Background: an optimization exercise with open tools, aiming at small area. Do not read the settings as production practice.
In this exercise RTL edits were held to simulation tests only and were not proved equivalent to the original.
Power figures rest on the tool's default switching activity, not on a simulated workload.

== job 9241 ==
Design NEO, start of the top module:
module NEO (Enable, Load, clk, rst, Full, Data_out, Data_in, write_en);
Size in the first run: roughly 1300 cells after synthesis, about 65 flip-flops.
clock: 9.0 ns
lec_check: 0
cap_margin: 20
core_margin: 2
core_utilization: 40
slew_margin: 20
synth_hierarchical: 1
standard.sh (not shown) runs the stock make flow with config.mk's settings and CLKGATE_MAP_FILE= SYNTH_SCRIPT=/design/flow/synth_recipe.tcl, a recipe that flattens the netlist after the stock synthesis.
==> flow/flow/run.sh <==
#!/bin/bash
# Own layout flow: the standard ORFS flow (standard.sh, unchanged
# synthesis), with these changes to the layout steps:
#  - port buffers use the smallest buffer cell (every port still gets one);
#  - ABC's buffers are removed at floorplan and global placement is not
#    timing driven (no gain-based rebuffering; timing repair still runs);
#  - clock tree built from small clock buffers, without dummy loads.
# Each step's output goes to its own log here; ORFS's own logs are under orfs/logs.
set -euo pipefail
export BUFFER_PORTS_ARGS="-buffer_cell sky130_fd_sc_hd__buf_1"
export REMOVE_ABC_BUFFERS=1
export GPL_TIMING_DRIVEN=0
export CTS_ARGS="-sink_clustering_enable -repair_clock_nets -dont_use_dummy_load -buf_list sky130_fd_sc_hd__clkbuf_2 -root_buf sky130_fd_sc_hd__clkbuf_4"
bash standard.sh synth > synth.log 2>&1
bash standard.sh finish > layout.log 2>&1
--- input diff job 9241..job 8421 ---
-- flow/flow/run.sh --
<<< job 9241, line 13
export CTS_ARGS="-sink_clustering_enable -repair_clock_nets -dont_use_dummy_load -buf_list sky130_fd_sc_hd__clkbuf_2 -root_buf sky130_fd_sc_hd__clkbuf_4"
>>> job 8421, line 13
export RECOVER_POWER=100
export CTS_ARGS="-sink_clustering_enable -repair_clock_nets -dont_use_dummy_load -buf_list sky130_fd_sc_hd__clkbuf_4 -root_buf sky130_fd_sc_hd__clkbuf_8"
### Flow results
The layout from job 8421, despite a flow that completed every stage, fails the layout checks, with the failing checks listed as capacitance limit, slew limit.
Diff job 9241 -> job 8421: maximum frequency from static timing analysis saw a decrease; clock-pin slew of the registers on the worst-case setup and hold paths went down by 0.04 ns; share of power burned in registers down 2.1 points; relative area of non-clock buffer cells in the final design moved down; share of the core filled with cells in the final layout lower.
Average via count per standard cell: job 8421 vs job 9241 — no meaningful difference
| cell area after layout | higher: job 9241 |
Job 8421 — number of non-clock buffers in the layout about 12% lower, job 9241 as reference
As far as worst-case setup slack after placement goes, job 9241 and job 8421 are indistinguishable; the numbers are identical.
Between job 9241 and job 8421, worst supply voltage drop on vdd is higher for job 8421, job 9241 comes in under that.

---

## lane 1
Another version of the RTL of NEO (not shown whole).
Size: roughly 54 I/O pins, about 12000 um^2 of cells after synthesis.
clock: 9.0 ns
lec_check: 0
cap_margin: 20
core_margin: 2
core_utilization: 40
slew_margin: 20
synth_hierarchical: 1
==> flow/flow/run.sh <==
#!/bin/bash
# Own layout flow: the standard ORFS flow, with the port buffers made
# with the smallest buffer cell instead of the default choice.
set -euo pipefail
export BUFFER_PORTS_ARGS="-buffer_cell sky130_fd_sc_hd__buf_1"
bash standard.sh synth > synth.log 2>&1
bash standard.sh finish > layout.log 2>&1
Changes in lane 2 relative to lane 1:
Settings: changing CAP_MARGIN from 20 to 0; changing SLEW_MARGIN from 20 to 0.
==> flow/run.sh (new file) <==
#!/bin/bash
# synth_recipe.tcl (not shown) runs the flow's synth.tcl, then flattens the netlist and writes it again
# the make line also repeats each setting of config.mk as NAME=value (left out here)
make -C /OpenROAD-flow-scripts/flow DESIGN_CONFIG=/design/flow/config.mk WORK_HOME=/design/flow/orfs CLKGATE_MAP_FILE= SYNTH_SCRIPT=/design/flow/synth_recipe.tcl finish
removed: flow/flow/run.sh
removed: flow/standard.sh
## What came out
- From lane 1 to lane 2 the numbers moved as follows: first-pass GRT wire length picked up an extra about 2%; total of plain and repair buffers excluding clock buffers rose 13; final clock period utilization by the worst path saw an increase; power increased 15%.
- Of lane 1 and lane 2, the run reporting the higher routed wire length was lane 2.

---

Another version of the RTL of NEO (not shown whole).
For scale: roughly 1300 cells after synthesis, ~65 flip-flops, about 54 I/O pins, roughly 0.012 mm2 of cells after synthesis.
Design NEO, start of the top module:
module NEO (Enable, Load, clk, rst, Full, Data_out, Data_in, write_en);
export LEC_CHECK = 0
export CAP_MARGIN = 20
export CORE_MARGIN = 2
export CORE_UTILIZATION = 40
export SLEW_MARGIN = 20
export SYNTH_HIERARCHICAL = 1
create_clock -name core_clock -period 9.0 [get_ports {clk}]
==> flow/flow/run.sh <==
#!/bin/bash
# Own layout flow: the standard ORFS flow (standard.sh, unchanged
# synthesis), with these changes to the layout steps:
#  - port buffers use the smallest buffer cell (every port still gets one);
#  - ABC's buffers are removed at floorplan and global placement is not
#    timing driven (no gain-based rebuffering; timing repair still runs);
#  - clock tree built from small clock buffers, without dummy loads.
# Each step's output goes to its own log here; ORFS's own logs are under orfs/logs.
set -euo pipefail
export BUFFER_PORTS_ARGS="-buffer_cell sky130_fd_sc_hd__buf_1"
export REMOVE_ABC_BUFFERS=1
export GPL_TIMING_DRIVEN=0
export SKIP_INCREMENTAL_REPAIR=1
export SETUP_SLACK_MARGIN=0.1
export CTS_ARGS="-sink_clustering_enable -repair_clock_nets -dont_use_dummy_load -buf_list sky130_fd_sc_hd__clkbuf_4 -root_buf sky130_fd_sc_hd__clkbuf_8"
bash standard.sh synth > synth.log 2>&1
bash standard.sh finish > layout.log 2>&1
The first run went through all stages and came out clean.
Rerun with:
--- a/flow/flow/run.sh
+++ b/flow/flow/run.sh
@@ -7 +7,3 @@
-#  - clock tree built from small clock buffers, without dummy loads.
+#  - clock tree built from small clock buffers, without dummy loads;
+#  - no repair after global routing (its parasitic estimate is pessimistic);
+#    instead the post-CTS timing repair aims 0.1 ns above zero slack.
--- a/flow/config.mk
+++ b/flow/config.mk
@@ -10 +10,2 @@
-export CORE_UTILIZATION = 40
+export CORE_UTILIZATION = 60
+export PLACE_DENSITY = 0.75
Outcome: Final area shrinks by 1.2%; sequential power hardly moves; worst setup slack got worse by 56 ps; non-clock buffer count stays the same; register-to-register slack gets better by 40 ps; routed wire length shrinks by 2.5%; first-iteration DRC count rises by 70%; cell count went down by 7.5%; sequential share of layout area rises by 0.13 points.

[separate check: timing with driven ports]
The results above use ideal ports. As a check the final layouts listed here were re-extracted and re-timed, cells and wires unchanged. Step 1 assumes that a clkbuf_16 drives the clock port and a buf_2 every other input. Step 2 also shifts input and output timing later by t, the mid clock arrival at the registers, as if the neighbouring blocks saw the same clock. Three values: ideal ports, drivers, drivers and shift; two values: the first two.
run	t, ns	slack for setup (ns)	hold slack, ns	worst data-port slew with drivers (ns)	cell pins on the clock port's net
job 9241	0.442	0.379 / 0.346 / 0.788	0.434 / 0.434 / 0.434	0.03	1
job 8421	0.377	0.305 / 0.271 / 0.647	0.441 / 0.441 / 0.441	0.03	1
lane 1	0.354	0.352 / 0.322 / 0.676	0.448 / 0.448 / 0.448	0.03	1
lane 2	0.357	0.317 / 0.283 / 0.640	0.448 / 0.448 / 0.448	0.04	1
the first run of note 3	0.369	0.211 / 0.178 / 0.547	0.451 / 0.451 / 0.451	0.03	1
the second run of note 3	0.374	0.155 / 0.124 / 0.498	0.427 / 0.427 / 0.427	0.03	1
